What follows belongs to an exercise in optimizing a design on an open flow for small area and a short achievable clock period; a production flow would make more cautious choices. Where RTL was checked, it was by simulation tests only, not by an equivalence proof against the original. Function not checked in runs 1 to 4: the RTL went through the layout flow alone. The clock port is modelled as an ideal driver, which makes a skipped or thinned clock tree look cheaper than it is; a real chip needs a root buffer or a tree. No activity file was given, so power comes from the tool's default toggle rates.

**flow/design.v**
```verilog
module reservation_station #(
    parameter RS_SIZE = 8,
    parameter PR_BITS = 6,
    parameter ROB_SIZE = 16,
    parameter ROB_BITS = $clog2(ROB_SIZE)
)(
    input  logic clk,
    input  logic rst,
    input  logic                  dispatch_en,
    input  logic [PR_BITS-1:0]    src1,
    input  logic [PR_BITS-1:0]    src2,
    input  logic [PR_BITS-1:0]    dst,
    input  logic                  src1_ready,
    input  logic                  src2_ready,
    input  logic                  use_imm,
    input  logic [31:0]           imm,
    input  logic [ROB_BITS-1:0]   alloc_rob_idx,
    input  logic                  dispatch_is_branch,
    input  logic [31:0]           dispatch_pc,
    input logic [1:0] dispatch_br_type,
    input  logic                  wb_valid,
    input  logic [PR_BITS-1:0]    wb_phys,
    input  logic                  issue_grant,
    output logic [1:0] issue_br_type,
    output logic                  issue_valid,
    output logic [PR_BITS-1:0]    issue_src1,
    output logic [PR_BITS-1:0]    issue_src2,
    output logic [PR_BITS-1:0]    issue_dst,
    output logic                  issue_use_imm,
    output logic [31:0]           issue_imm,
    output logic                  issue_is_branch,
    output logic [31:0]           issue_pc,
    output logic [ROB_BITS-1:0]   issue_rob_idx,
    output logic [$clog2(RS_SIZE)-1:0] issue_idx,
    output logic                  rs_full
);
    localparam int W = 3*PR_BITS + 1 + 32 + ROB_BITS + 1 + 32 + 2;
    localparam int NSEL = 2;
    logic [W-1:0] din;
    assign din = {src1, src2, dst, use_imm, imm, alloc_rob_idx,
                  dispatch_is_branch, dispatch_pc, dispatch_br_type};
    logic [RS_SIZE-1:0] rs_valid;
    logic [RS_SIZE-1:0] rs_rdy1;    
    logic [RS_SIZE-1:0] rs_rdy2;
    logic [W-1:0]       rs_data [RS_SIZE];
    logic [RS_SIZE-1:0] sel_q [NSEL];
    logic [RS_SIZE-1:0] sel;
    assign sel = sel_q[0];
    always_ff @(posedge clk) begin
        for (int i = 0; i < RS_SIZE; i++)
            if (!rs_valid[i])
                rs_data[i] <= din;
    end
    logic [RS_SIZE-1:0] free_oh;
    always_comb begin
        logic all_lower;
        all_lower = 1'b1;
        for (int i = 0; i < RS_SIZE; i++) begin
            free_oh[i] = !rs_valid[i] && all_lower;
            all_lower  = all_lower && rs_valid[i];
        end
    end
    logic disp_ok, rdy1_in, rdy2_in, disp_rdy;
    assign disp_ok  = dispatch_en && (dst != '0);
    assign rdy1_in  = src1_ready || (src1 == '0);
    assign rdy2_in  = src2_ready || (src2 == '0);
    assign disp_rdy = disp_ok && rdy1_in && rdy2_in;
    logic [RS_SIZE-1:0] keep, ok1, ok2, valid_n, rdy1_n, rdy2_n;
    always_comb begin
        for (int i = 0; i < RS_SIZE; i++) begin
            ok1[i]     = rs_rdy1[i] || (wb_valid && rs_data[i][W-1 -: PR_BITS] == wb_phys);
            ok2[i]     = rs_rdy2[i] || (wb_valid && rs_data[i][W-1-PR_BITS -: PR_BITS] == wb_phys);
            keep[i]    = rs_valid[i] && !(issue_grant && sel[i]);
            valid_n[i] = keep[i] || (disp_ok && free_oh[i]);
            rdy1_n[i]  = rs_valid[i] ? ok1[i] : rdy1_in;
            rdy2_n[i]  = rs_valid[i] ? ok2[i] : rdy2_in;
        end
    end
    logic [RS_SIZE-1:0] sel_n [NSEL];
    always_comb begin
        logic [RS_SIZE-1:0] r, rd, pn, pd;
        logic lower_n, lower_d;
        for (int k = 0; k < NSEL; k++) begin
            for (int i = 0; i < RS_SIZE; i++) begin
                case (k % 3)
                    0:       r[i] = (keep[i] && ok1[i]) && ok2[i];
                    1:       r[i] = keep[i] && (ok1[i] && ok2[i]);
                    default: r[i] = (keep[i] && ok2[i]) && ok1[i];
                endcase
                rd[i] = r[i] || free_oh[i];
            end
            lower_n = 1'b0;
            lower_d = 1'b0;
            for (int i = 0; i < RS_SIZE; i++) begin
                pn[i] = r[i] && !lower_n;
                pd[i] = rd[i] && !lower_d;
                lower_n = lower_n || r[i];
                lower_d = lower_d || rd[i];
            end
            sel_n[k] = disp_rdy ? pd : pn;
        end
    end
    always_ff @(posedge clk or posedge rst) begin
        if (rst) begin
            rs_valid <= '0;
            for (int k = 0; k < NSEL; k++) sel_q[k] <= '0;
        end else begin
            rs_valid <= valid_n;
            for (int k = 0; k < NSEL; k++) sel_q[k] <= sel_n[k];
        end
    end
    always_ff @(posedge clk) begin
        rs_rdy1 <= rdy1_n;
        rs_rdy2 <= rdy2_n;
    end
    logic [W-1:0] dout;
    always_comb begin
        dout = '0;
        for (int i = 0; i < RS_SIZE; i++)
            for (int b = 0; b < W; b++)
                dout[b] = dout[b] | (sel_q[b % NSEL][i] & rs_data[i][b]);
    end
    assign {issue_src1, issue_src2, issue_dst, issue_use_imm, issue_imm, issue_rob_idx,
            issue_is_branch, issue_pc, issue_br_type} = dout;
    assign issue_valid = |sel_q[1];
    assign issue_idx   = {sel_q[0][4] | sel_q[0][5] | sel_q[0][6] | sel_q[0][7],
                          sel_q[1][2] | sel_q[1][3] | sel_q[1][6] | sel_q[1][7],
                          sel_q[0][1] | sel_q[0][3] | sel_q[0][5] | sel_q[0][7]};
    assign rs_full     = &rs_valid;
endmodule
```
**flow/flow/run.sh**
```bash
#!/bin/bash
# Standard ORFS layout, with plain buffers on the ports instead of the
# delay-cell buffers that buffer_ports picks by default, extra settings from
# flow/extra.mk, and flow/post_cts.tcl run at the end of CTS.
set -euo pipefail
EXTRA=()
[[ -f flow/extra.mk ]] && while IFS= read -r l; do [[ -n "$l" ]] && EXTRA+=("$l"); done < flow/extra.mk
bash standard.sh "BUFFER_PORTS_ARGS=-buffer_cell sky130_fd_sc_hd__buf_1" "POST_CTS_TCL=$PWD/flow/post_cts.tcl" "${EXTRA[@]}" finish > flow_standard.log 2>&1
```
**flow/flow/extra.mk**
```make
CTS_ARGS=-sink_clustering_enable -repair_clock_nets -dont_use_dummy_load -sink_clustering_size 24 -sink_clustering_max_diameter 80
```
**flow/flow/post_cts.tcl**
```tcl
set block [ord::get_db_block]
set root [$block findInst clkbuf_0_clk]
if {$root != "NULL"} {
  set in_net [[$root findITerm A] getNet]
  set out_net [[$root findITerm X] getNet]
  set loads {}
  foreach it [$out_net getITerms] {
    if {[$it getInst] != $root} { lappend loads $it }
  }
  if {[llength $loads] <= 4 && [llength [$out_net getBTerms]] == 0} {
    puts "post_cts: removing [$root getName], clock port now feeds [llength $loads] buffers"
    foreach it $loads {
      $it disconnect
      $it connect $in_net
    }
    odb::dbInst_destroy $root
    odb::dbNet_destroy $out_net
    estimate_parasitics -placement
    repair_timing_helper
    detailed_placement
    check_placement -verbose
  } else {
    puts "post_cts: root buffer kept ([llength $loads] loads)"
  }
}
```
**flow/standard.sh**
```bash
#!/bin/bash
# synth_recipe.tcl (not shown) runs the flow's synth.tcl, then flattens the netlist and writes it again
# the make line also repeats each setting of config.mk as NAME=value (left out here)
make -C /OpenROAD-flow-scripts/flow DESIGN_CONFIG=/design/flow/config.mk WORK_HOME=/design/flow/orfs CLKGATE_MAP_FILE= SYNTH_SCRIPT=/design/flow/synth_recipe.tcl "${@:-finish}"
```
**flow/config.mk**
```make
export PLATFORM = sky130hd
export DESIGN_NAME = reservation_station
export DESIGN_NICKNAME = reservation_station
export VERILOG_FILES = /design/flow/design.v
export SDC_FILE = /design/flow/constraint.sdc
export NUM_CORES = 4
export LEC_CHECK = 0
export CAP_MARGIN = 20
export CORE_MARGIN = 2
export CORE_UTILIZATION = 65
export PLACE_DENSITY = 0.75
export SETUP_SLACK_MARGIN = 2.0
export SLEW_MARGIN = 20
export TNS_END_PERCENT = 5
```
**flow/constraint.sdc**
```tcl
create_clock -name core_clock -period 4.5 [get_ports {clk}]
set_input_delay 0.9000 -clock core_clock [delete_from_list [all_inputs] [get_ports {clk}]]
set_output_delay 0.9000 -clock core_clock [all_outputs]
set_load 0.01 [all_outputs]
```
==> results of run 1 <==
how the worst min path moves through the flow:
stage / endpoint / start / slack, ns / cells past startpoint
finish: rs_rdy1[0] / rs_rdy1[0] / 0.53 / 2
floorplan: rs_rdy2[2] / rs_rdy2[2] / 0.46 / 2
detailed placement: rs_rdy2[5] / rs_rdy2[5] / 0.50 / 2
global placement: rs_rdy2[2] / rs_rdy2[2] / 0.49 / 2
global route: rs_rdy2[3] / rs_rdy2[3] / 0.55 / 2
cell usage after synthesis (2+ instances only):
cell type / number
clkbuf_1: 40
a21oi_2: 2
a22oi_1: 360
o21ai_1: 3
xor2_1: 68
nor2_1: 27
buf_1: 41
buf_6: 6
o21bai_1: 2
and4b_1: 2
or4_1: 3
a41oi_1: 8
o41ai_1: 3
nand2_1: 17
edfxtp_1: 720
or3_1: 3
xnor2_1: 28
a41o_1: 3
a21boi_0: 2
nor3b_1: 2
and3_2: 2
nor3_1: 18
o31ai_1: 2
nand3_1: 3
o21ai_0: 4
a21oi_1: 6
inv_1: 8
a31oi_1: 2
nand4_1: 95
and2_1: 2
dfrtp_1: 24
nor4_1: 7
dfxtp_1: 16
mux2i_1: 12
buf_12: 4
per-layer routing:
metal / wire (um) / GRT usage [%]
met3: 7910 / 8.35
met2: 34300 / 50.5
met5: 73 / 0
met4: 2400 / 11.0
met1: 27900 / 45.1
where the power goes:
part / switching, W / internal (W)
combinational: 0.00527 / 0.00251
sequential: 0.000991 / 0.0105
clock: 0.00192 / 0.00144
worst min-delay path, delay by kind of cell, from the launching register on:
family | cells | cell delay (ns)
AO/OA/AOI/OAI | 1 | 0.04
flip-flops | 1 | 0.35
multiplexers | 1 | 0.11
cell families after synthesis:
| family | Yosys count |
|---|---|
| AO/OA/AOI/OAI | 406 |
| AND/OR/NAND/NOR | 188 |
| multiplexers | 12 |
| buffers and inverters | 103 |
| XOR/XNOR | 96 |
| flip-flops | 760 |
state kept, by name (all words and copies together) (netlist names):
signal,count
sel_q,16
rs_rdy2,8
rs_data,720
rs_rdy1,8
rs_valid,8
stage by stage:
stage,hold WS [ns],setup WS (ns),total power [W]
after global routing,0.549,1.75,0.0236
after global placement,0.492,1.29,0.0181
final,0.533,1.77,0.0227
after detailed placement,0.504,1.25,0.0183
after floorplan,0.463,1.65,0.0152
cell type report:
class                   instances  area (um^2)
diodes                          5         12.5
clock buffers                  36          901
fillers                      2583        11300
inverters                       9         56.3
multi-input cells             702         5250
flip-flops and latches        760        22600
well taps                     585          732
repair buffers                297         2080
==> summary.md, run 1 <==
| Metric | Value |
|---|---|
| Outcome | complete, no violations |
| Least-Margin Pin Slew | 1.09 ns |
| Initial Utilization | 65.7% |
| Largest net degree at the start of global routing | 69 |
| Die height | 212 um |
| Complex-gate fraction of the synthesized area | a little over a tenth |
| Worst reg2reg startpoint | rs_valid[7] |
| Die ar. | 0.0450 mm^2 |
| Critical Path, Cell by Cell | buf_12 > or4_4 > nand2b_4 > buf_6 |
| Synth top area share | approximately three quarters |
| Setup slack, reg-to-reg | 1.95 ns |
| Largest delay share family, worst path | simple AND/OR/NAND/NOR gates |
| Clock latency (worst-skew pair) | roughly 0.4 ns |
| FMAX | 0.366 GHz |
| Leakage | ~10 nW |
| Commonest non-fill, non-tap cells in the layout | 720 x edfxtp_1, 341 x a22oi_1, 179 x buf_1, 95 x nand4_1, 68 x xor2_1 |
| Post-synth top area cell | edfxtp_1 |
| Dpl cells | around 2300 |
| Post-synth ARST share | between 3 and 4% |
| Core area | approximately 0.043 mm^2 |
| RSZ-0062 raised after global routing | true |
| Leading cell type in the layout, fill and taps excluded | edfxtp_1 |
| Worst hold path type | flip-flop to flip-flop |
| Final core utilization | between 70 and 80% |
| First drt pass iteration count | 6 |
| Synthesis-to-layout area growth | 12.3% |
| Flop and latch count out of synthesis | 760 |
| Startpoint Class | flip-flop |
| Vias per cell | between 6 and 7 |
| Fin cells | approximately 2400 |
| WL/cell | 30.3 um |
| Share of cells above drive strength 1 | between 10% and 20% |
| Die width | 212 um |
| Power per Cell Area | 717 mW/mm^2 |
| Grt total ovfl | 0 |
| Buffers on Ports | roughly 200 |
| Main combinational cell family by area after synthesis | compound AO/OA/AOI/OAI gates |
| Crit path to | issue_valid |
| Clock Skew | 0.0337 ns |
| Mapped Cells | about 1600 |
| Final GP Congestion | 0.872 |
| Mux share of post-synthesis cell area | less than 1% |
| Global Route Usage Sum | 32.3% |
| Crit path buffers/inverters | 2 |
| CP Launch Point | sel_q[1][7] |
| Simple-Gate Fraction of Synth Area | 3.84% |
| FP Rows | 76 |
| WP data required | approximately 3.6 ns |
| CP endpoint kind | primary output |
| Slowest CP cell | dfrtp_4 |
| Critical path peak fanout | 24 |
| CP max stage delay | 0.54 ns |
| Critical path class | flip-flop to primary output |
| Peak supply drop | ~0.00074 V |
| Yosys Warn Count | 4 |
| Top post-synthesis cells by area | edfxtp_1 77%, a22oi_1 9.6%, dfrtp_1 2.1%, xor2_1 2.1%, nand4_1 2.1% |
| I/O pin count | 198 |
| Final setup violation count | 0 |
| Post-route cell area | 0.0316 mm^2 |
| Final Slew Violations | 0 |
| Area after DPL | just under 0.03 mm^2 |
| CP Depth | 4 |
| Xor and xnor area share after synthesis | 2.98% |
| Detailed-route DRC error count | 0 |
| RR Endpoint | rs_data[7][3] |
| Setup TNS | 0 ns |
| Tmin final | around 2.7 ns |
| Synth Flop Type | edfxtp_1 |
| Post-synth cell types | 55 |
| Final ANT Viol Nets | 0 |
| DR vias | 16600 |
| Reg2reg path depth | 3 |
| Avg Inst Size Synth | roughly 18 um^2 |
| DPL Wire Length | 37300 um |
| Max-cap violations | 0 |
| Initial DRC Count | 2394 |
| Synth Cell Area | 0.0282 mm^2 |
| Post-Synth Adder-Cell Area | 0% |
| Number of flops mapped to enable cells by yosys | 720 |
| Reg clk slew, reported paths | 0.09 ns |
| Sequential area share after synthesis | 80.0% |
| Hold Vio Cnt, Final | 0 |
| First-pass GRT wire length | around 100000 um |
| Vias in the first global route | 16200 |
| Total routed wirelength | 72600 um |
| Arrival @ worst endpoint | 1.83 ns |
| Final nets | 1909 |
| Final Cycle Share | around three fifths |
| Syn nets | 1668 |
| Relative slew margins | 27.2% |
| Antenna violations before repair | 8 |
| Clock Sinks | 760 |
==> run 2: changes to the inputs <==
--- a/flow/design.v
+++ b/flow/design.v
@@ -35,7 +35,7 @@
     output logic                  rs_full
 );
     localparam int W = 3*PR_BITS + 1 + 32 + ROB_BITS + 1 + 32 + 2;
-    localparam int NSEL = 2;
+    localparam int NSEL = 6;
     logic [W-1:0] din;
     assign din = {src1, src2, dst, use_imm, imm, alloc_rob_idx,
                   dispatch_is_branch, dispatch_pc, dispatch_br_type};
@@ -60,11 +60,13 @@
             all_lower  = all_lower && rs_valid[i];
         end
     end
-    logic disp_ok, rdy1_in, rdy2_in, disp_rdy;
+    logic disp_ok, rdy1_in, rdy2_in;
     assign disp_ok  = dispatch_en && (dst != '0);
     assign rdy1_in  = src1_ready || (src1 == '0);
     assign rdy2_in  = src2_ready || (src2 == '0);
-    assign disp_rdy = disp_ok && rdy1_in && rdy2_in;
+    logic [1:0] disp_rdy;
+    assign disp_rdy[0] = (disp_ok && rdy1_in) && rdy2_in;
+    assign disp_rdy[1] = disp_ok && (rdy1_in && rdy2_in);
     logic [RS_SIZE-1:0] keep, ok1, ok2, valid_n, rdy1_n, rdy2_n;
     always_comb begin
         for (int i = 0; i < RS_SIZE; i++) begin
@@ -97,7 +99,7 @@
                 lower_n = lower_n || r[i];
                 lower_d = lower_d || rd[i];
             end
-            sel_n[k] = disp_rdy ? pd : pn;
+            sel_n[k] = disp_rdy[k / 3] ? pd : pn;
         end
     end
     always_ff @(posedge clk or posedge rst) begin
@@ -122,9 +124,9 @@
     end
     assign {issue_src1, issue_src2, issue_dst, issue_use_imm, issue_imm, issue_rob_idx,
             issue_is_branch, issue_pc, issue_br_type} = dout;
-    assign issue_valid = |sel_q[1];
-    assign issue_idx   = {sel_q[0][4] | sel_q[0][5] | sel_q[0][6] | sel_q[0][7],
-                          sel_q[1][2] | sel_q[1][3] | sel_q[1][6] | sel_q[1][7],
-                          sel_q[0][1] | sel_q[0][3] | sel_q[0][5] | sel_q[0][7]};
+    assign issue_valid = |sel_q[5];
+    assign issue_idx   = {sel_q[4][4] | sel_q[4][5] | sel_q[4][6] | sel_q[4][7],
+                          sel_q[3][2] | sel_q[3][3] | sel_q[3][6] | sel_q[3][7],
+                          sel_q[2][1] | sel_q[2][3] | sel_q[2][5] | sel_q[2][7]};
     assign rs_full     = &rs_valid;
 endmodule
--- a/flow/config.mk
+++ b/flow/config.mk
@@ -9,6 +9,6 @@
 export CORE_MARGIN = 2
 export CORE_UTILIZATION = 65
 export PLACE_DENSITY = 0.75
-export SETUP_SLACK_MARGIN = 2.0
+export SETUP_SLACK_MARGIN = 2.3
 export SLEW_MARGIN = 20
 export TNS_END_PERCENT = 5
==> summary.md, run 2 <==
| Metric | Value |
|---|---|
| Yosys Warn Count | 4 (unchanged) |
| Synthesis-to-layout area growth | 16.4% |
| Core area | 0.0442 mm^2 (+3.1%) |
| Top post-synthesis cells by area | edfxtp_1 74%, a22oi_1 9.3%, dfrtp_1 4.8%, xor2_1 2.1%, nand4_1 2.0% |
| Synth Cell Area | 0.0291 mm^2 (+3.2%) |
| Startpoint Class | input pin |
| Clock Skew | 0.0424 ns (+0.00861 ns) |
| FF+latch area | 0.0235 mm^2 (+3.8%) |
| FP Rows | 77 (+1.3%) |
| Vias per cell | 7.00 (+0.85%) |
| Critical path peak fanout | 7 (-71%) |
| Final Slew Violations | 0 (unchanged) |
| Syn nets | 1723 (+3.3%) |
| Clock latency (worst-skew pair) | 0.40 ns (about the same) |
| Final nets | 2024 (+6.0%) |
| Synth top area share | 74.4% (-2.4 points) |
| I/O pin count | 198 (unchanged) |
| Outcome | complete, no violations |
| Share of cells above drive strength 1 | 20.7% (+8.7 points) |
| Hold Vio Cnt, Final | 0 (unchanged) |
| Initial DRC Count | 2293 (-4.2%) |
| Synth Flop Type | edfxtp_1 |
| Largest net degree at the start of global routing | 58 (-16%) |
| Multi-input combinational cell area | 0.00613 mm^2 (+17%) |
| DR vias | 17600 (+5.9%) |
| Die ar. | 0.0464 mm^2 (+3.1%) |
| Number of flops mapped to enable cells by yosys | 720 (unchanged) |
| Buffers on Ports | 197 (unchanged) |
| Final setup violation count | 0 (unchanged) |
| Post-synth ARST share | 7.07% (+3.9 points) |
| Leakage | 11.2 nW (+8.7%) |
| Max reg flops | 720 (unchanged) |
| Fillers | 2415 (-6.5%) |
| Global Route Usage Sum | 31.9% (-0.43 points) |
| Sequential area share after synthesis | 80.3% (+0.27 points) |
| Leading cell type in the layout, fill and taps excluded | edfxtp_1 |
| Tmin final | 2.63 ns (-0.0983 ns) |
| WL/cell | 30.8 um (+1.5%) |
| Vias in the first global route | 16900 (+4.5%) |
| First-pass GRT wire length | 109000 um (+4.1%) |
| Critical path class | input pin to flip-flop |
| Avg Inst Size Synth | 18.0 um^2 (-0.30%) |
| Dpl ws | 0.764 ns (-0.486 ns) |
| Commonest non-fill, non-tap cells in the layout | 720 x edfxtp_1, 342 x a22oi_1, 155 x buf_1, 98 x buf_4, 93 x nand4_1 |
| Most numerous cell in the Yosys netlist | edfxtp_1 |
| Max-cap violations | 0 (unchanged) |
| Detailed-route DRC error count | 0 (unchanged) |
| Die width | 216 um (+1.6%) |
| Final GP Congestion | 0.985 (+13%) |
| WP data required | 4.74 ns (+1.14 ns) |
| Peak supply drop | 0.000515 V (-30%) |
| Die height | 216 um (+1.6%) |
| CP endpoint kind | flip-flop |
| Final Cycle Share | 58.5% (-2.2 points) |
| FMAX | 0.380 GHz (+3.7%) |
| Antenna violations before repair | 4 (-4) |
| Relative slew margins | 31.2% (+4.0 points) |
| Grt total ovfl | 0 (unchanged) |
| DPL Wire Length | 40900 um (+9.8%) |
| Least-Margin Pin Slew | 1.03 ns (-0.0607 ns) |
| Flop and latch count out of synthesis | 792 (+4.2%) |
| Largest registers | rs_data: 720 flops, sel_q: 48 flops |
| Reg clk slew, reported paths | 0.09 ns (about the same) |
| Total routed wirelength | 77400 um (+6.6%) |
| Worst hold path type | flip-flop to flip-flop |
| Setup TNS | 0 ns (unchanged) |
| Mapped Cells | 1620 (+3.5%) |
| First drt pass iteration count | 6 (unchanged) |
| Post-synth cell types | 48 (-13%) |
| Tot Pwr | 0.0241 W (+6.3%) |
| Arrival @ worst endpoint | 2.88 ns (+1.05 ns) |
| Initial Utilization | 65.8% (about the same) |
| Final ANT Viol Nets | 0 (unchanged) |
| Post-synth top cells | 720 x edfxtp_1, 360 x a22oi_1, 93 x nand4_1 |
| Clock Sinks | 792 (+4.2%) |
| Post-synth top area cell | edfxtp_1 |
| Fin worst setup slack | 1.87 ns (+0.0983 ns) |
| RSZ-0062 raised after global routing | true |
| Power per Cell Area | 713 mW/mm^2 (-0.57%) |
| Top reg by flops | rs_data |
[run 2: report_power, final]
group          switching [W]  internal (W)  leakage (nW)  total (W)
Clock                0.00201       0.00152         0.468    0.00353
Sequential           0.00177        0.0110          7.85     0.0127
Combinational        0.00509       0.00277          2.89    0.00786
Total                0.00887        0.0153          11.2     0.0241
[run 2: path summary, 6_finish.rpt]
check / from / endpoint / slack [ns] / cells past startpoint
min in group asynchronous: rst / sel_q[4][2] / 0.71 / 3
setup / recovery: wb_phys[2] / sel_q[5][6] / 1.87 / 10
setup reg to reg: sel_q[0][1] / sel_q[5][6] / 1.98 / 9
max in group asynchronous: rst / sel_q[0][3] / 3.17 / 3
hold reg to reg: rs_rdy1[2] / rs_rdy1[2] / 0.53 / 2
hold / removal: rs_rdy1[2] / rs_rdy1[2] / 0.53 / 2
[run 2: cells by family (layout without fill, tap and decap cells)]
group	Yosys count	after routing	share of synthesized area, %
flip-flops	792	792	80.3
AO/OA/AOI/OAI	417	417	10.9
AND/OR/NAND/NOR	212	213	4.13
XOR/XNOR	96	96	2.89
buffers and inverters	92	390	1.39
multiplexers	11	11	0.379
other	0	2	0
[run 2: stage by stage]
stage | instances | cell area [um^2] | hold slack [ns] | util, %
floorplan | 1620 | 29300 | 0.463 | -
global placement | 2353 | 30500 | 0.494 | 69.1
detailed placement | 2353 | 30500 | 0.496 | 69.1
global route | 2513 | 33800 | 0.560 | 76.5
finish | 2513 | 33800 | 0.528 | 76.5
[run 2: worst max-delay path, cell delays in order]
cell and delay (ns):
buf_1 0.11, buf_6 0.17, buf_6 0.16, xor2_2 0.24, nor2_1 0.07, a41o_2 0.31, a22oi_4 0.17, buf_6 0.15
nand4_4 0.17, nor4_1 0.40
[run 2: per-layer routing]
layer,global-route usage (%),part of all wire (%)
met5,0,0.036
met4,10.6,4.0
met3,7.09,12
met2,50.1,47
met1,45.3,37
[run 2: final cells by class]
class / instances / share of cell area (%)
Sequential cell: 792 / 69.3
Multi-Input combinational cell: 737 / 18.1
Timing Repair Buffer: 342 / 7.33
Clock buffer: 38 / 2.81
Tap cell: 592 / 2.19
Inverter: 9 / 0.189
Timing Repair inverter: 1 / 0.0148
Antenna cell: 2 / 0.0148
==> run 3: changes to the inputs <==
--- a/flow/config.mk
+++ b/flow/config.mk
@@ -9,6 +9,6 @@
 export CORE_MARGIN = 2
 export CORE_UTILIZATION = 65
 export PLACE_DENSITY = 0.75
-export SETUP_SLACK_MARGIN = 2.3
+export SETUP_SLACK_MARGIN = 2.5
 export SLEW_MARGIN = 20
 export TNS_END_PERCENT = 5
==> summary.md, run 3 <==
| Metric | Value |
|---|---|
| Critical path peak fanout | 9 (+2) |
| Final GP Congestion | 0.985 (unchanged) |
| First-pass GRT wire length | 110000 um (+0.70%) |
| Synth Flop Type | edfxtp_1 |
| Most common cell on crit path | buf_12 |
| Largest delay share family, worst path | simple AND/OR/NAND/NOR gates |
| Die ar. | 0.0464 mm^2 (unchanged) |
| Post-synth cell types | 48 (unchanged) |
| FMAX | 0.387 GHz (+1.7%) |
| Leading cell type in the layout, fill and taps excluded | edfxtp_1 |
| Clock Skew | 0.0372 ns (-0.00519 ns) |
| Relative slew margins | 29.7% (-1.5 points) |
| Peak supply drop | 0.000518 V (+0.64%) |
| Synthesis-to-layout area growth | 16.8% |
| Vias per cell | 6.94 (-0.88%) |
| RSZ-0062 raised after global routing | true |
| Hold_ws | 0.524 ns (-0.00418 ns) |
| Synth Cell Area | 0.0291 mm^2 (unchanged) |
| Least-Margin Pin Slew | 1.05 ns (+0.0220 ns) |
| Hold Vio Cnt, Final | 0 (unchanged) |
| Crit path buffers/inverters | 4 (unchanged) |
| Comb pwr share | 32.5% (about the same) |
| Max reg flops | 720 (unchanged) |
| Total routed wirelength | 76800 um (-0.80%) |
| Leakage | 11.2 nW (+0.25%) |
| Antenna violations before repair | 5 (+1) |
| Mapped Cells | 1620 (unchanged) |
| Final ANT Viol Nets | 0 (unchanged) |
| Setup TNS | 0 ns (unchanged) |
| Flop pwr share | 52.9% (about the same) |
| I/O pin count | 198 (unchanged) |
| Dpl cells | 2353 (unchanged) |
| Final Slew Violations | 0 (unchanged) |
| FP Rows | 77 (unchanged) |
| Top reg by flops | rs_data |
| Die width | 216 um (unchanged) |
| Commonest non-fill, non-tap cells in the layout | 720 x edfxtp_1, 336 x a22oi_1, 152 x buf_1, 99 x buf_4, 93 x nand4_1 |
| Core area | 0.0442 mm^2 (unchanged) |
| DR vias | 17400 (-0.92%) |
| Post-synth ARST share | 7.07% (unchanged) |
| Switching Share | 36.5% (-0.23 points) |
| Critical path class | input pin to flip-flop |
| Syn nets | 1723 (unchanged) |
| Slowest CP cell | or4_4 |
| Post-synth top area cell | edfxtp_1 |
| Largest registers | rs_data: 720 flops, sel_q: 48 flops |
| Share of cells above drive strength 1 | 21.7% (+1.0 points) |
| Yosys Warn Count | 4 (unchanged) |
| Synth top area share | 74.4% (unchanged) |
| Int Power | 0.0153 W (+0.65%) |
| Reg clk slew, reported paths | 0.09 ns (about the same) |
| Avg Inst Size Synth | 18.0 um^2 (unchanged) |
| Global Route Usage Sum | 32.3% (+0.38 points) |
| Tmin final | 2.59 ns (-0.0444 ns) |
| Number of flops mapped to enable cells by yosys | 720 (unchanged) |
| Grt total ovfl | 0 (unchanged) |
| Outcome | complete, no violations |
| Psw | 0.00884 W (-0.33%) |
| Power per Cell Area | 712 mW/mm^2 (-0.13%) |
| Largest net degree at the start of global routing | 58 (unchanged) |
| Clock Sinks | 792 (unchanged) |
| Startpoint Class | input pin |
| First drt pass iteration count | 8 (+2) |
| Final setup violation count | 0 (unchanged) |
| Arrival @ worst endpoint | 2.84 ns (-0.04 ns) |
| Initial Utilization | 65.8% (unchanged) |
| Fin cells | 2512 (-0.040%) |
| CP max stage delay | 0.57 ns (+0.17 ns) |
| WP data required | 4.75 ns (about the same) |
| Initial DRC Count | 2582 (+13%) |
| Die height | 216 um (unchanged) |
| Flop and latch count out of synthesis | 792 (unchanged) |
| Clock latency (worst-skew pair) | 0.40 ns (about the same) |
| Clock Power Share | 14.6% (about the same) |
| Sequential area share after synthesis | 80.3% (unchanged) |
| Worst hold path type | flip-flop to flip-flop |
| Top post-synthesis cells by area | edfxtp_1 74%, a22oi_1 9.3%, dfrtp_1 4.8%, xor2_1 2.1%, nand4_1 2.0% |
| Critical Path, Cell by Cell | buf_8 > or4_4 > o31ai_4 > or3_4 > buf_6 > o21ai_4 > buf_12 > buf_12 > a2111oi_4 |
| Most numerous cell in the Yosys netlist | edfxtp_1 |
| Post-synth top cells | 720 x edfxtp_1, 360 x a22oi_1, 93 x nand4_1 |
| Buffers on Ports | 197 (unchanged) |
| Final nets | 2023 (-0.049%) |
| Final Cycle Share | 57.5% (-0.99 points) |
| CP endpoint kind | flip-flop |
| Max-cap violations | 0 (unchanged) |
| DPL Wire Length | 40900 um (unchanged) |
| WL/cell | 30.6 um (-0.76%) |
| Detailed-route DRC error count | 0 (unchanged) |
| Vias in the first global route | 17000 (+0.61%) |
run 3: cell types whose count changed in the layout (fill, tap and decap cells not counted), moves of 6 or more:
| cell | delta |
|---|---|
| buf_8 | +8 |
| a22oi_1 | -6 |
| a22oi_2 | +6 |
| xor2_4 | +6 |
run 3: cells by family (layout without fill, tap and decap cells):
family                    Yosys count  after routing  share of synthesized area (%)
and+or+nand+nor                   212            213                           4.13
buffers and inverters              92            389                           1.39
AOI/OAI and AO/OA                 417            417                           10.9
other                               0              2                              0
DFF                               792            792                           80.3
xor gates and xnor gates           96             96                           2.89
muxes                              11             11                          0.379
run 3: final cells by class:
class	count	area, um^2
Tap cell	592	741
Multi-Input combinational cell	737	6280
Timing Repair inverter	1	5.00
Sequential cell	792	23500
Antenna cell	2	5.00
Timing Repair Buffer	341	2460
Fill cell	2387	10200
Inverter	9	63.8
Clock buffer	38	951
run 3: worst paths after layout:
kind / from / endpoint / slack (ns) / depth (start not counted)
worst max-delay path: dst[1] / sel_q[2][4] / 1.91 / 9
worst min-delay path: rs_rdy1[2] / rs_rdy1[2] / 0.52 / 2
worst max register to register: rs_valid[3] / rs_data[3][81] / 2.07 / 3
worst min register to register: rs_rdy1[2] / rs_rdy1[2] / 0.52 / 2
max in group asynchronous: rst / sel_q[0][3] / 3.17 / 3
min in group asynchronous: rst / sel_q[4][2] / 0.71 / 3
run 3: stage by stage:
stage	instance area (um^2)	util [%]	power, W	setup slack [ns]
after global routing	34000	76.8	0.0250	1.89
after detailed placement	30500	69.1	0.0190	0.764
after global placement	30500	69.1	0.0188	0.919
final	34000	76.8	0.0242	1.91
after floorplan	29300	-	0.0159	1.65
run 3: routing by layer:
metal | vias up | track usage (%) | wire length, um
met2 | 1161 | 49.8 | 36800
met1 | 8818 | 46.2 | 28600
met5 | - | 0 | 54
met3 | 192 | 7.36 | 8670
li1 | 7242 | - | -
met4 | 8 | 11.7 | 2750
run 3: worst reg2reg max path: cells and delay by family, from the launching register on:
kind	cells	cell delay [ns]
flops	1	0.47
buf+inv	3	1.52
run 3: power groups by stage:
stage          logic [W]  clock network [W]  registers, W
2_1_floorplan    0.00411                  0        0.0118
3_3_place_gp     0.00599                  0        0.0128
3_5_place_dp     0.00606                  0        0.0129
5_1_grt          0.00828            0.00379        0.0129
6_report         0.00786            0.00353        0.0128
==> run 4: changes to the inputs <==
--- a/flow/config.mk
+++ b/flow/config.mk
@@ -9,6 +9,6 @@
 export CORE_MARGIN = 2
 export CORE_UTILIZATION = 65
 export PLACE_DENSITY = 0.75
-export SETUP_SLACK_MARGIN = 2.5
+export SETUP_SLACK_MARGIN = 2.0
 export SLEW_MARGIN = 20
 export TNS_END_PERCENT = 5
==> summary.md, run 4 <==
| Metric | Value |
|---|---|
| Setup slack, reg-to-reg | 2.12 ns (+0.05 ns) |
| Vias in the first global route | 16400 (-3.8%) |
| Mapped Cells | 1620 (unchanged) |
| Hold_ws | 0.525 ns (+0.00119 ns) |
| WL met3 | 7240 um (-17%) |
| Peak supply drop | 0.000515 V (-0.62%) |
| Hold EP | rs_rdy1[0] |
| Critical path class | input pin to flip-flop |
| Final Cycle Share | 58.0% (+0.54 points) |
| Max-cap violations | 0 (unchanged) |
| DPL Wire Length | 41900 um (+2.4%) |
| Post-synth top area cell | edfxtp_1 |
| Syn nets | 1723 (unchanged) |
| Leakage | 10.8 nW (-4.1%) |
| Number of flops mapped to enable cells by yosys | 720 (unchanged) |
| DR vias | 17000 (-2.4%) |
| Clock latency (worst-skew pair) | 0.40 ns (about the same) |
| Startpoint Class | input pin |
| Final GP Congestion | 0.988 (+0.28%) |
| Post-synth ARST share | 7.07% (unchanged) |
| Fillers | 2542 (+6.5%) |
| Clock Skew | 0.0243 ns (-0.0128 ns) |
| Die width | 216 um (unchanged) |
| Highest routed layer | met5 |
| Outcome | complete, no violations |
| Synth Flop Type | edfxtp_1 |
| CP endpoint kind | flip-flop |
| Largest registers | rs_data: 720 flops, sel_q: 48 flops |
| Min-delay src | rs_rdy1[0] |
| Yosys Warn Count | 4 (unchanged) |
| Die ar. | 0.0464 mm^2 (unchanged) |
| WL met1 | 28800 um (+0.88%) |
| First drt pass iteration count | 5 (-3) |
| Detailed-route DRC error count | 0 (unchanged) |
| Met2 WL | 35800 um (-2.6%) |
| Buffers on Ports | 197 (unchanged) |
| Hold Vio Cnt, Final | 0 (unchanged) |
| Relative slew margins | 30.1% (+0.34 points) |
| Worst hold path type | flip-flop to flip-flop |
| Global Route Usage Sum | 31.3% (-0.95 points) |
| I/O pin count | 198 (unchanged) |
| Total routed wirelength | 74500 um (-3.0%) |
| Area after DPL | 0.0305 mm^2 (about the same) |
| Final nets | 1983 (-2.0%) |
| Critical path peak fanout | 12 (+3) |
| Final core utilization | 74.0% (-2.8 points) |
| Final setup violation count | 0 (unchanged) |
| First-pass GRT wire length | 106000 um (-3.0%) |
| WP data required | 4.76 ns (about the same) |
| Top post-synthesis cells by area | edfxtp_1 74%, a22oi_1 9.3%, dfrtp_1 4.8%, xor2_1 2.1%, nand4_1 2.0% |
| Vias per cell | 6.88 (-0.83%) |
| Largest net degree at the start of global routing | 93 (+60%) |
| Setup TNS | 0 ns (unchanged) |
| Sequential area share after synthesis | 80.3% (unchanged) |
| Tmin final | 2.61 ns (+0.0244 ns) |
| Reg2reg path depth | 8 (+5) |
| FP Rows | 77 (unchanged) |
| Least-Margin Pin Slew | 1.05 ns (-0.00504 ns) |
| Core area | 0.0442 mm^2 (unchanged) |
| Reg clk slew, reported paths | 0.09 ns (about the same) |
| WL/cell | 30.1 um (-1.4%) |
| Fin worst setup slack | 1.89 ns (-0.0244 ns) |
| Synth Cell Area | 0.0291 mm^2 (unchanged) |
| Power per Cell Area | 717 mW/mm^2 (+0.72%) |
| Worst Hold Depth | 2 (unchanged) |
| Final ANT Viol Nets | 0 (unchanged) |
| Synthesis-to-layout area growth | 12.6% |
| Initial Utilization | 65.8% (unchanged) |
| RSZ-0062 raised after global routing | true |
| Final Slew Violations | 0 (unchanged) |
| Antenna violations before repair | 7 (+2) |
| FMAX | 0.383 GHz (-0.94%) |
| Post-route cell area | 0.0327 mm^2 (-3.7%) |
| Arrival @ worst endpoint | 2.87 ns (+0.03 ns) |
| Post-synth cell types | 48 (unchanged) |
| Grt total ovfl | 0 (unchanged) |
| Commonest non-fill, non-tap cells in the layout | 720 x edfxtp_1, 345 x a22oi_1, 169 x buf_1, 93 x nand4_1, 83 x buf_4 |
| Top reg by flops | rs_data |
| RR Endpoint | sel_q[0][7] |
| Synth top area share | 74.4% (unchanged) |
| Most numerous cell in the Yosys netlist | edfxtp_1 |
| Flop and latch count out of synthesis | 792 (unchanged) |
| Max reg flops | 720 (unchanged) |
| Die height | 216 um (unchanged) |
| Leading cell type in the layout, fill and taps excluded | edfxtp_1 |
| Share of cells above drive strength 1 | 16.0% (-5.7 points) |
| Avg Inst Size Synth | 18.0 um^2 (unchanged) |
| Worst reg2reg startpoint | sel_q[0][1] |
| Dpl ws | 0.847 ns (+0.0828 ns) |
| Initial DRC Count | 2129 (-18%) |
| Clock Sinks | 792 (unchanged) |
| Post-synth top cells | 720 x edfxtp_1, 360 x a22oi_1, 93 x nand4_1 |
[run 4: cells by family after synthesis]
family,share of synthesized area (%)
flops,80.3
compound gates,10.9
xor+xnor,2.89
mux,0.379
buf+inv,1.39
simple gates,4.13
[run 4: metrics by stage]
stage          total power [W]  instances
2_1_floorplan           0.0159       1620
3_3_place_gp            0.0188       2354
5_1_grt                 0.0243       2471
3_5_place_dp            0.0190       2354
6_report                0.0235       2471
[run 4: area by class of cell]
| type | instances | area, um^2 | area share, % |
|---|---|---|---|
| sequential | 792 | 23500 | 71.6 |
| timing repair buffer | 301 | 1790 | 5.48 |
| multi-input combinational | 738 | 5730 | 17.5 |
| tap | 592 | 741 | 2.26 |
| inverter | 9 | 62.6 | 0.191 |
| clock buffer | 38 | 951 | 2.90 |
| antenna | 1 | 2.50 | 0.00764 |
[run 4: how the worst max path moves through the flow]
stage / start / to / slack, ns / cells after the start
floorplan: rs_valid[7] / rs_full / 1.65 / 3
global placement: wb_phys[0] / sel_q[5][3] / 0.96 / 8
detailed placement: wb_phys[5] / sel_q[0][4] / 0.85 / 8
global route: dst[0] / sel_q[2][4] / 1.83 / 7
finish: dst[0] / sel_q[2][4] / 1.89 / 7
[run 4: metal layers]
layer  vias to the layer above  global-route usage (%)
li1                       7172                       -
met1                      8692                    45.1
met2                       951                    49.5
met3                       170                    6.19
met4                        10                    9.68
met5                         -                       0
[run 4: worst max-delay path, stage by stage]
cell and delay (ns):
buf_6 0.12, or4_4 0.58, o31ai_4 0.39, or3_4 0.23, nor2_1 0.05, buf_4 0.21, a2111oi_2 0.38
[run 4: report_power, final]
group / internal, W / switching (W) / total (W)
sequential: 0.0110 / 0.00175 / 0.0127
combinational: 0.00246 / 0.00477 / 0.00723
clock: 0.00152 / 0.00202 / 0.00354
total: 0.0149 / 0.00854 / 0.0235
==> run 5: changes to the inputs <==
--- a/flow/design.v
+++ b/flow/design.v
@@ -35,7 +35,7 @@
     output logic                  rs_full
 );
     localparam int W = 3*PR_BITS + 1 + 32 + ROB_BITS + 1 + 32 + 2;
-    localparam int NSEL = 6;
+    localparam int NSEL = 3;
     logic [W-1:0] din;
     assign din = {src1, src2, dst, use_imm, imm, alloc_rob_idx,
                   dispatch_is_branch, dispatch_pc, dispatch_br_type};
@@ -60,13 +60,11 @@
             all_lower  = all_lower && rs_valid[i];
         end
     end
-    logic disp_ok, rdy1_in, rdy2_in;
+    logic disp_ok, rdy1_in, rdy2_in, disp_rdy;
     assign disp_ok  = dispatch_en && (dst != '0);
     assign rdy1_in  = src1_ready || (src1 == '0);
     assign rdy2_in  = src2_ready || (src2 == '0);
-    logic [1:0] disp_rdy;
-    assign disp_rdy[0] = (disp_ok && rdy1_in) && rdy2_in;
-    assign disp_rdy[1] = disp_ok && (rdy1_in && rdy2_in);
+    assign disp_rdy = disp_ok && rdy1_in && rdy2_in;
     logic [RS_SIZE-1:0] keep, ok1, ok2, valid_n, rdy1_n, rdy2_n;
     always_comb begin
         for (int i = 0; i < RS_SIZE; i++) begin
@@ -99,7 +97,7 @@
                 lower_n = lower_n || r[i];
                 lower_d = lower_d || rd[i];
             end
-            sel_n[k] = disp_rdy[k / 3] ? pd : pn;
+            sel_n[k] = disp_rdy ? pd : pn;
         end
     end
     always_ff @(posedge clk or posedge rst) begin
@@ -124,9 +122,9 @@
     end
     assign {issue_src1, issue_src2, issue_dst, issue_use_imm, issue_imm, issue_rob_idx,
             issue_is_branch, issue_pc, issue_br_type} = dout;
-    assign issue_valid = |sel_q[5];
-    assign issue_idx   = {sel_q[4][4] | sel_q[4][5] | sel_q[4][6] | sel_q[4][7],
-                          sel_q[3][2] | sel_q[3][3] | sel_q[3][6] | sel_q[3][7],
-                          sel_q[2][1] | sel_q[2][3] | sel_q[2][5] | sel_q[2][7]};
+    assign issue_valid = |sel_q[2];
+    assign issue_idx   = {sel_q[2][4] | sel_q[2][5] | sel_q[2][6] | sel_q[2][7],
+                          sel_q[1][2] | sel_q[1][3] | sel_q[1][6] | sel_q[1][7],
+                          sel_q[0][1] | sel_q[0][3] | sel_q[0][5] | sel_q[0][7]};
     assign rs_full     = &rs_valid;
 endmodule
==> flow/flow/extra.mk (replaced) <==
CTS_ARGS=-sink_clustering_enable -repair_clock_nets -dont_use_dummy_load -sink_clustering_size 24 -sink_clustering_max_diameter 80
DONT_USE_CELLS=sky130_fd_sc_hd__probe_p_8 sky130_fd_sc_hd__probec_p_8 sky130_fd_sc_hd__lpflow_bleeder_1 sky130_fd_sc_hd__lpflow_clkbufkapwr_1 sky130_fd_sc_hd__lpflow_clkbufkapwr_16 sky130_fd_sc_hd__lpflow_clkbufkapwr_2 sky130_fd_sc_hd__lpflow_clkbufkapwr_4 sky130_fd_sc_hd__lpflow_clkbufkapwr_8 sky130_fd_sc_hd__lpflow_clkinvkapwr_1 sky130_fd_sc_hd__lpflow_clkinvkapwr_16 sky130_fd_sc_hd__lpflow_clkinvkapwr_2 sky130_fd_sc_hd__lpflow_clkinvkapwr_4 sky130_fd_sc_hd__lpflow_clkinvkapwr_8 sky130_fd_sc_hd__lpflow_decapkapwr_12 sky130_fd_sc_hd__lpflow_decapkapwr_3 sky130_fd_sc_hd__lpflow_decapkapwr_4 sky130_fd_sc_hd__lpflow_decapkapwr_6 sky130_fd_sc_hd__lpflow_decapkapwr_8 sky130_fd_sc_hd__lpflow_inputiso0n_1 sky130_fd_sc_hd__lpflow_inputiso0p_1 sky130_fd_sc_hd__lpflow_inputiso1n_1 sky130_fd_sc_hd__lpflow_inputiso1p_1 sky130_fd_sc_hd__lpflow_inputisolatch_1 sky130_fd_sc_hd__lpflow_isobufsrc_1 sky130_fd_sc_hd__lpflow_isobufsrc_16 sky130_fd_sc_hd__lpflow_isobufsrc_2 sky130_fd_sc_hd__lpflow_isobufsrc_4 sky130_fd_sc_hd__lpflow_isobufsrc_8 sky130_fd_sc_hd__lpflow_isobufsrckapwr_16 sky130_fd_sc_hd__lpflow_lsbuf_lh_hl_isowell_tap_1 sky130_fd_sc_hd__lpflow_lsbuf_lh_hl_isowell_tap_2 sky130_fd_sc_hd__lpflow_lsbuf_lh_hl_isowell_tap_4 sky130_fd_sc_hd__lpflow_lsbuf_lh_isowell_4 sky130_fd_sc_hd__lpflow_lsbuf_lh_isowell_tap_1 sky130_fd_sc_hd__lpflow_lsbuf_lh_isowell_tap_2 sky130_fd_sc_hd__lpflow_lsbuf_lh_isowell_tap_4 sky130_fd_sc_hd__or3_1 sky130_fd_sc_hd__or3_2 sky130_fd_sc_hd__or3_4 sky130_fd_sc_hd__or4_1 sky130_fd_sc_hd__or4_2 sky130_fd_sc_hd__or4_4 sky130_fd_sc_hd__or3b_1 sky130_fd_sc_hd__or3b_2 sky130_fd_sc_hd__or3b_4 sky130_fd_sc_hd__or4b_1 sky130_fd_sc_hd__or4b_2 sky130_fd_sc_hd__or4b_4 sky130_fd_sc_hd__or4bb_1 sky130_fd_sc_hd__or4bb_2 sky130_fd_sc_hd__or4bb_4
==> summary.md, run 5 <==
| Metric | Value |
|---|---|
| Outcome | complete, no violations |
| Critical path class | flip-flop to primary output |
| Hold Vio Cnt, Final | 0 (unchanged) |
| DR vias | 17000 (+0.12%) |
| DPL Wire Length | 38300 um (-8.7%) |
| GRT met3 Usage | 6.57% (+0.39 points) |
| Clock Sinks | 768 (-3.0%) |
| Peak supply drop | 0.000686 V (+33%) |
| Final setup violation count | 0 (unchanged) |
| Clock Power Share | 14.4% (-0.7 points) |
| Top post-synthesis cells by area | edfxtp_1 76%, a22oi_1 9.5%, dfrtp_1 2.8%, xor2_1 2.2%, nand4_1 2.1% |
| Arrival @ worst endpoint | 1.72 ns (-1.15 ns) |
| Core area | 0.0431 mm^2 (-2.6%) |
| Tot Pwr | 0.0237 W (+0.84%) |
| Crit path to | issue_imm[29] |
| Relative slew margins | 34.3% (+4.2 points) |
| Final Cycle Share | 58.3% (+0.29 points) |
| Leading cell type in the layout, fill and taps excluded | edfxtp_1 |
| Clock latency (worst-skew pair) | 0.41 ns (about the same) |
| Worst hold path type | flip-flop to flip-flop |
| Post-route cell area | 0.0326 mm^2 (-0.41%) |
| Met1 Use GR | 48.5% (+3.4 points) |
| Fin cells | 2451 (-0.81%) |
| I/O pin count | 198 (unchanged) |
| Multi-input combinational cell area | 0.00551 mm^2 (-3.9%) |
| Die height | 213 um (-1.2%) |
| WL/cell | 31.1 um (+3.1%) |
| Vias in the first global route | 16400 (+0.39%) |
| Sequential area share after synthesis | 80.1% (-0.18 points) |
| Total routed wirelength | 76200 um (+2.3%) |
| CP Launch Point | sel_q[2][4] |
| Global Route Usage Sum | 33.5% (+2.2 points) |
| CP endpoint kind | primary output |
| Final nets | 1965 (-0.91%) |
| Buffers on Ports | 197 (unchanged) |
| First-pass GRT wire length | 108000 um (+1.7%) |
| Psw | 0.00862 W (+0.92%) |
| GR peak layer | met2 |
| FP Rows | 76 (-1.3%) |
| Top reg by flops | rs_data |
| Clock Skew | 0.0522 ns (+0.0279 ns) |
| Routing usage on met2 | 52.2% (+2.7 points) |
| Flop and latch count out of synthesis | 768 (-3.0%) |
| Tmin final | 2.62 ns (+0.0133 ns) |
| Hold_ws | 0.535 ns (+0.0101 ns) |
| Setup slack, reg-to-reg | 2.01 ns (-0.11 ns) |
| First drt pass iteration count | 7 (+2) |
| Max reg flops | 720 (unchanged) |
| Die ar. | 0.0454 mm^2 (-2.3%) |
| FF+latch area | 0.0228 mm^2 (-2.7%) |
| Synth top area share | 76.1% (+1.8 points) |
| Grt total ovfl | 0 (unchanged) |
| Initial Utilization | 65.9% (+0.16 points) |
| Post-synth top cells | 720 x edfxtp_1, 360 x a22oi_1, 94 x nand4_1 |
| Largest registers | rs_data: 720 flops, sel_q: 24 flops |
| Syn nets | 1694 (-1.7%) |
| Synth Flop Type | edfxtp_1 |
| Synth Cell Area | 0.0284 mm^2 (-2.4%) |
| Most numerous cell in the Yosys netlist | edfxtp_1 |
| Fillers | 2438 (-4.1%) |
| Setup TNS | 0 ns (unchanged) |
| Post-synth top area cell | edfxtp_1 |
| Antenna violations before repair | 5 (-2) |
| Final GP Congestion | 0.921 (-6.8%) |
| Avg Inst Size Synth | 17.8 um^2 (-0.57%) |
| FMAX | 0.381 GHz (-0.51%) |
| Startpoint Class | flip-flop |
| Max-cap violations | 0 (unchanged) |
| Mapped Cells | 1591 (-1.8%) |
| Post-synth cell types | 47 (-2.1%) |
| Commonest non-fill, non-tap cells in the layout | 720 x edfxtp_1, 330 x a22oi_1, 159 x buf_1, 94 x nand4_1, 65 x xor2_1 |
| Vias per cell | 6.94 (+0.93%) |
| Worst reg2reg startpoint | rs_valid[7] |
| RR Endpoint | rs_data[7][71] |
| Int Power | 0.0151 W (+0.80%) |
| Reg clk slew, reported paths | 0.10 ns (about the same) |
| Switching Share | 36.4% (about the same) |
| Largest net degree at the start of global routing | 57 (-39%) |
| Area after DPL | 0.0298 mm^2 (-2.6%) |
| Flop pwr share | 49.8% (-4.3 points) |
| Power per Cell Area | 726 mW/mm^2 (+1.3%) |
| Initial DRC Count | 2727 (+28%) |
| Comb pwr share | 35.8% (+5.0 points) |
| Share of cells above drive strength 1 | 16.4% (+0.37 points) |
| Final ANT Viol Nets | 0 (unchanged) |
| Yosys Warn Count | 4 (unchanged) |
| Dpl cells | 2311 (-1.8%) |
| Critical path peak fanout | 7 (-5) |
| Detailed-route DRC error count | 0 (unchanged) |
| WP data required | 3.60 ns (-1.16 ns) |
| RSZ-0062 raised after global routing | true |
| Synthesis-to-layout area growth | 14.8% |
| Leakage | 10.8 nW (+0.12%) |
| Post-synth ARST share | 4.17% (-2.9 points) |
| Reg2reg path depth | 3 (-5) |
| Number of flops mapped to enable cells by yosys | 720 (unchanged) |
| Final Slew Violations | 0 (unchanged) |
| Least-Margin Pin Slew | 0.986 ns (-0.0632 ns) |
| Die width | 213 um (-1.2%) |
## run 5: cell families (layout without fill, tap and decap cells)
group,after synthesis,after routing,share of synthesized area [%]
simple gates,197,197,3.95
mux,3,3,0.119
compound gates,424,424,11.2
xor+xnor,96,96,2.96
other cells,0,6,0
flops,768,768,80.1
buf+inv,103,372,1.64
## run 5: metrics by stage
stage          util (%)  setup WS (ns)
2_1_floorplan         -           1.42
3_3_place_gp       69.1           1.34
3_5_place_dp       69.1           1.30
5_1_grt            75.6           1.82
6_report           75.7           1.88
## run 5: worst min path at each step
stage	endpoint	depth (start not counted)	start	slack, ns
finish	rs_rdy1[7]	2	rs_rdy1[7]	0.54
global route	rs_rdy1[7]	2	rs_rdy1[7]	0.55
global placement	rs_rdy1[2]	2	rs_rdy1[2]	0.50
detailed placement	rs_rdy2[7]	2	rs_rdy2[7]	0.51
floorplan	rs_rdy1[5]	2	rs_rdy1[5]	0.48
## run 5: power groups by stage
stage                     sequential [W]  clock, W  combinational, W
final                             0.0118   0.00341           0.00848
after floorplan                   0.0115         0           0.00404
after global placement            0.0124         0           0.00602
after detailed placement          0.0125         0           0.00609
after global routing              0.0119   0.00363           0.00893
## run 5: layout make-up
type | count | share of cell area, %
Antenna cell | 6 | 0.0461
Clock buffer | 36 | 2.76
Inverter | 13 | 0.219
Multi-Input combinational cell | 720 | 16.9
Sequential cell | 768 | 70.0
Tap cell | 585 | 2.25
Timing Repair Buffer | 323 | 7.81
## run 5: worst max-delay path, stage by stage (launching register included)
cell and delay (ns):
dfrtp_4 0.50, buf_4 0.19, clkbuf_16 0.18, a22oi_1 0.18, nand4_1 0.10, buf_2 0.16
## run 5: routing by layer
metal	vias up	wire, um	part of all wire, %
met2	1229	35700	47
met1	8564	28500	37
met5	-	0	0
met4	0	2610	3.4
met3	149	9320	12
li1	7073	-	-
==> run 6: changes to the inputs <==
--- a/flow/design.v
+++ b/flow/design.v
@@ -35,7 +35,7 @@
     output logic                  rs_full
 );
     localparam int W = 3*PR_BITS + 1 + 32 + ROB_BITS + 1 + 32 + 2;
-    localparam int NSEL = 3;
+    localparam int NSEL = 4;
     logic [W-1:0] din;
     assign din = {src1, src2, dst, use_imm, imm, alloc_rob_idx,
                   dispatch_is_branch, dispatch_pc, dispatch_br_type};
@@ -51,13 +51,14 @@
             if (!rs_valid[i])
                 rs_data[i] <= din;
     end
-    logic [RS_SIZE-1:0] free_oh;
+    logic [RS_SIZE-1:0] free_oh, free_below;
     always_comb begin
         logic all_lower;
         all_lower = 1'b1;
         for (int i = 0; i < RS_SIZE; i++) begin
-            free_oh[i] = !rs_valid[i] && all_lower;
-            all_lower  = all_lower && rs_valid[i];
+            free_oh[i]    = !rs_valid[i] && all_lower;
+            free_below[i] = !all_lower;
+            all_lower     = all_lower && rs_valid[i];
         end
     end
     logic disp_ok, rdy1_in, rdy2_in, disp_rdy;
@@ -76,6 +77,11 @@
             rdy2_n[i]  = rs_valid[i] ? ok2[i] : rdy2_in;
         end
     end
+    function automatic logic lower_below(input logic [RS_SIZE-1:0] v, input int n);
+        lower_below = 1'b0;
+        for (int j = 0; j < RS_SIZE; j++)
+            if (j < n) lower_below = lower_below || v[j];
+    endfunction
     logic [RS_SIZE-1:0] sel_n [NSEL];
     always_comb begin
         logic [RS_SIZE-1:0] r, rd, pn, pd;
@@ -97,7 +103,12 @@
                 lower_n = lower_n || r[i];
                 lower_d = lower_d || rd[i];
             end
-            sel_n[k] = disp_rdy ? pd : pn;
+            if (k < 3)
+                sel_n[k] = disp_rdy ? pd : pn;
+            else
+                for (int i = 0; i < RS_SIZE; i++)
+                    sel_n[k][i] = (pn[i] && !(disp_rdy && free_below[i])) ||
+                                  (disp_rdy && free_oh[i] && (pn[i] || !lower_below(r, i)));
         end
     end
     always_ff @(posedge clk or posedge rst) begin
@@ -122,7 +133,7 @@
     end
     assign {issue_src1, issue_src2, issue_dst, issue_use_imm, issue_imm, issue_rob_idx,
             issue_is_branch, issue_pc, issue_br_type} = dout;
-    assign issue_valid = |sel_q[2];
+    assign issue_valid = |sel_q[3];
     assign issue_idx   = {sel_q[2][4] | sel_q[2][5] | sel_q[2][6] | sel_q[2][7],
                           sel_q[1][2] | sel_q[1][3] | sel_q[1][6] | sel_q[1][7],
                           sel_q[0][1] | sel_q[0][3] | sel_q[0][5] | sel_q[0][7]};
==> summary.md, run 6 <==
| Metric | Value |
|---|---|
| Outcome | complete, no violations |
| Critical path class | input pin to flip-flop |
| Setup TNS | 0 ns (unchanged) |
| Mapped Cells | 1609 (+1.1%) |
| I/O pin count | 198 (unchanged) |
| Synthesis-to-layout area growth | 10.7% |
| Initial Utilization | 65.6% (-0.37 points) |
| Vias in the first global route | 16400 (-0.097%) |
| FMAX | 0.383 GHz (+0.48%) |
| Synth top area share | 75.1% (-1.1 points) |
| Top reg by flops | rs_data |
| Final nets | 1941 (-1.2%) |
| First drt pass iteration count | 6 (-1) |
| Reg clk slew, reported paths | 0.09 ns (about the same) |
| Buffers on Ports | 197 (unchanged) |
| Vias per cell | 6.89 (-0.68%) |
| Tmin final | 2.61 ns (-0.0124 ns) |
| CP endpoint kind | flip-flop |
| Most numerous cell in the Yosys netlist | edfxtp_1 |
| Final ANT Viol Nets | 0 (unchanged) |
| Post-synth top cells | 720 x edfxtp_1, 362 x a22oi_1, 96 x nand4_1 |
| DPL Wire Length | 39700 um (+3.8%) |
| N_diodes | 0 (-6) |
| Relative slew margins | 28.9% (-5.4 points) |
| Peak supply drop | 0.000580 V (-15%) |
| Yosys Warn Count | 4 (unchanged) |
| Max reg flops | 720 (unchanged) |
| Largest net degree at the start of global routing | 64 (+12%) |
| Commonest non-fill, non-tap cells in the layout | 720 x edfxtp_1, 351 x a22oi_1, 177 x buf_1, 96 x nand4_1, 58 x xor2_1 |
| Initial DRC Count | 1952 (-28%) |
| Clock Sinks | 776 (+1.0%) |
| Final core utilization | 72.6% (-3.1 points) |
| Max-cap violations | 0 (unchanged) |
| DR vias | 16700 (-1.6%) |
| Startpoint Class | input pin |
| Die width | 214 um (+0.69%) |
| Antenna violations before repair | 3 (-2) |
| Share of cells above drive strength 1 | 11.9% (-4.5 points) |
| RSZ-0062 raised after global routing | true |
| Largest registers | rs_data: 720 flops, sel_q: 32 flops |
| Detailed-route DRC error count | 0 (unchanged) |
| Critical path peak fanout | 9 (+2) |
| Die height | 214 um (+0.69%) |
| Post-synth cell types | 55 (+17%) |
| First-pass GRT wire length | 105000 um (-2.9%) |
| Fillers | 2702 (+11%) |
| Die ar. | 0.0460 mm^2 (+1.4%) |
| Total routed wirelength | 72400 um (-5.0%) |
| Final setup violation count | 0 (unchanged) |
| Synth Flop Type | edfxtp_1 |
| Final GP Congestion | 0.949 (+3.0%) |
| Leading cell type in the layout, fill and taps excluded | edfxtp_1 |
| Number of flops mapped to enable cells by yosys | 720 (unchanged) |
| Least-Margin Pin Slew | 1.07 ns (+0.0805 ns) |
| WP data required | 4.73 ns (+1.13 ns) |
| Sequential area share after synthesis | 79.7% (-0.43 points) |
| Grt total ovfl | 0 (unchanged) |
| Final Cycle Share | 58.0% (-0.28 points) |
| Post-synth top area cell | edfxtp_1 |
| Flop and latch count out of synthesis | 776 (+1.0%) |
| Global Route Usage Sum | 31.1% (-2.4 points) |
| Arrival @ worst endpoint | 2.85 ns (+1.13 ns) |
| Leakage | 10.5 nW (-2.8%) |
| Synth Cell Area | 0.0288 mm^2 (+1.4%) |
| Clock Skew | 0.0531 ns (+0.000905 ns) |
| Top post-synthesis cells by area | edfxtp_1 75%, a22oi_1 9.4%, dfrtp_1 3.5%, nand4_1 2.1%, xor2_1 1.8% |
| Hold Vio Cnt, Final | 0 (unchanged) |
| Core area | 0.0439 mm^2 (+2.0%) |
| Final Slew Violations | 0 (unchanged) |
| Syn nets | 1712 (+1.1%) |
| Clock latency (worst-skew pair) | 0.40 ns (about the same) |
| Power per Cell Area | 732 mW/mm^2 (+0.75%) |
| WL/cell | 29.8 um (-4.1%) |
| Worst hold path type | flip-flop to flip-flop |
| Avg Inst Size Synth | 17.9 um^2 (+0.28%) |
| FP Rows | 77 (+1.3%) |
| Post-synth ARST share | 5.15% (+0.99 points) |
## run 6: cell count changes after synthesis, sizes merged, moves of 11 or more
cell,delta
a211oi,+11
a21oi,-14
mux2i,+13
nand2,+12
nor2,-12
xnor2,+12
xor2,-12
## run 6: cells by family (layout without fill, tap and decap cells)
kind of cell	after synthesis	count (layout)	synth area share (%)
XOR/XNOR	96	96	2.92
AO/OA/AOI/OAI	430	430	11.5
buffers and inverters	103	330	1.72
AND/OR/NAND/NOR	190	190	3.70
flip-flops	776	776	79.7
multiplexers	14	14	0.491
## run 6: worst paths after layout
path | startpoint | to | slack, ns | cells after the start
max reg2reg | rs_valid[3] | sel_q[0][3] | 2.00 | 5
min in group asynchronous | rst | sel_q[1][1] | 0.63 | 3
min | rs_rdy2[2] | rs_rdy2[2] | 0.52 | 2
max in group asynchronous | rst | sel_q[3][0] | 3.44 | 3
min reg2reg | rs_rdy2[2] | rs_rdy2[2] | 0.52 | 2
max | wb_phys[4] | sel_q[2][7] | 1.89 | 8
## run 6: stage by stage
step	setup slack [ns]	hold WS (ns)	cell area [um^2]	power, W	instances
after global routing	1.82	0.553	31900	0.0242	2428
after detailed placement	1.02	0.498	30200	0.0193	2351
after floorplan	1.02	0.463	28800	0.0159	1609
after global placement	1.14	0.486	30200	0.0190	2350
final	1.89	0.525	31900	0.0233	2428
## run 6: worst max-delay path, stage by stage
cell and delay, ns:
buf_2 0.22, buf_6 0.20, xnor2_1 0.09, and4_1 0.20, a32o_1 0.29, a2bb2oi_4 0.25
o2111ai_4 0.24, a2111oi_2 0.44
## run 6: final cells by class
class / count / area, um^2 / area share, %
Timing Repair Buffer: 279 / 1610 / 5.04
Multi-Input combinational cell: 730 / 5510 / 17.3
Clock buffer: 37 / 926 / 2.90
Tap cell: 592 / 741 / 2.32
Sequential cell: 776 / 23000 / 72.2
Inverter: 14 / 87.6 / 0.275
## run 6: layer usage
layer  global-route usage [%]  vias to the layer above  wire (um)
met5                        0                        -         22
met4                     9.68                        4       2330
met3                     5.36                      141       6300
met2                     50.0                      890      35300
met1                     44.4                     8640      28500
li1                         -                     7065          -
## run 6: power breakdown
group	internal [W]	switching (W)	total [W]
registers	0.0107	0.00134	0.0120
clock network	0.00148	0.00198	0.00346
logic	0.00247	0.00535	0.00782

[static timing again, ports no longer ideal]
The results above use ideal ports. As a check the final layouts listed here were re-extracted and re-timed, cells and wires unchanged.
Step 1: set_driving_cell puts a clkbuf_16 on clk and a buf_2 on each other input, an assumption about the parent block.
Step 2 moves the port delays by t, midway between the first and last clock arrival at a register: inputs arrive t later, outputs are due t later. That takes back most of the time a late clock gives input paths.
Slacks: no drivers / after step 1 / after step 2; pairs: no drivers / after step 1.
run	t, ns	slack for setup (ns)	worst setup path at the end	latest minus earliest clock arrival (ns)	worst slew at a driven data input, ns
run 1	0.495	1.771 / 1.649 / 1.450	input to register	0.046 / 0.046	0.11
run 2	0.508	1.869 / 1.797 / 1.435	input to register	0.042 / 0.043	0.12
run 3	0.505	1.913 / 1.803 / 1.476	input to register	0.037 / 0.038	0.09
run 4	0.509	1.889 / 1.809 / 1.448	input to register	0.028 / 0.028	0.09
run 5	0.503	1.875 / 1.755 / 1.437	input to register	0.055 / 0.054	0.09
run 6	0.504	1.888 / 1.774 / 1.451	input to register	0.053 / 0.053	0.09
After both steps every run listed still meets setup and hold. For run 4, which loses most, drivers alone change the setup slack by -0.080 ns; drivers and shift together by -0.441 ns.
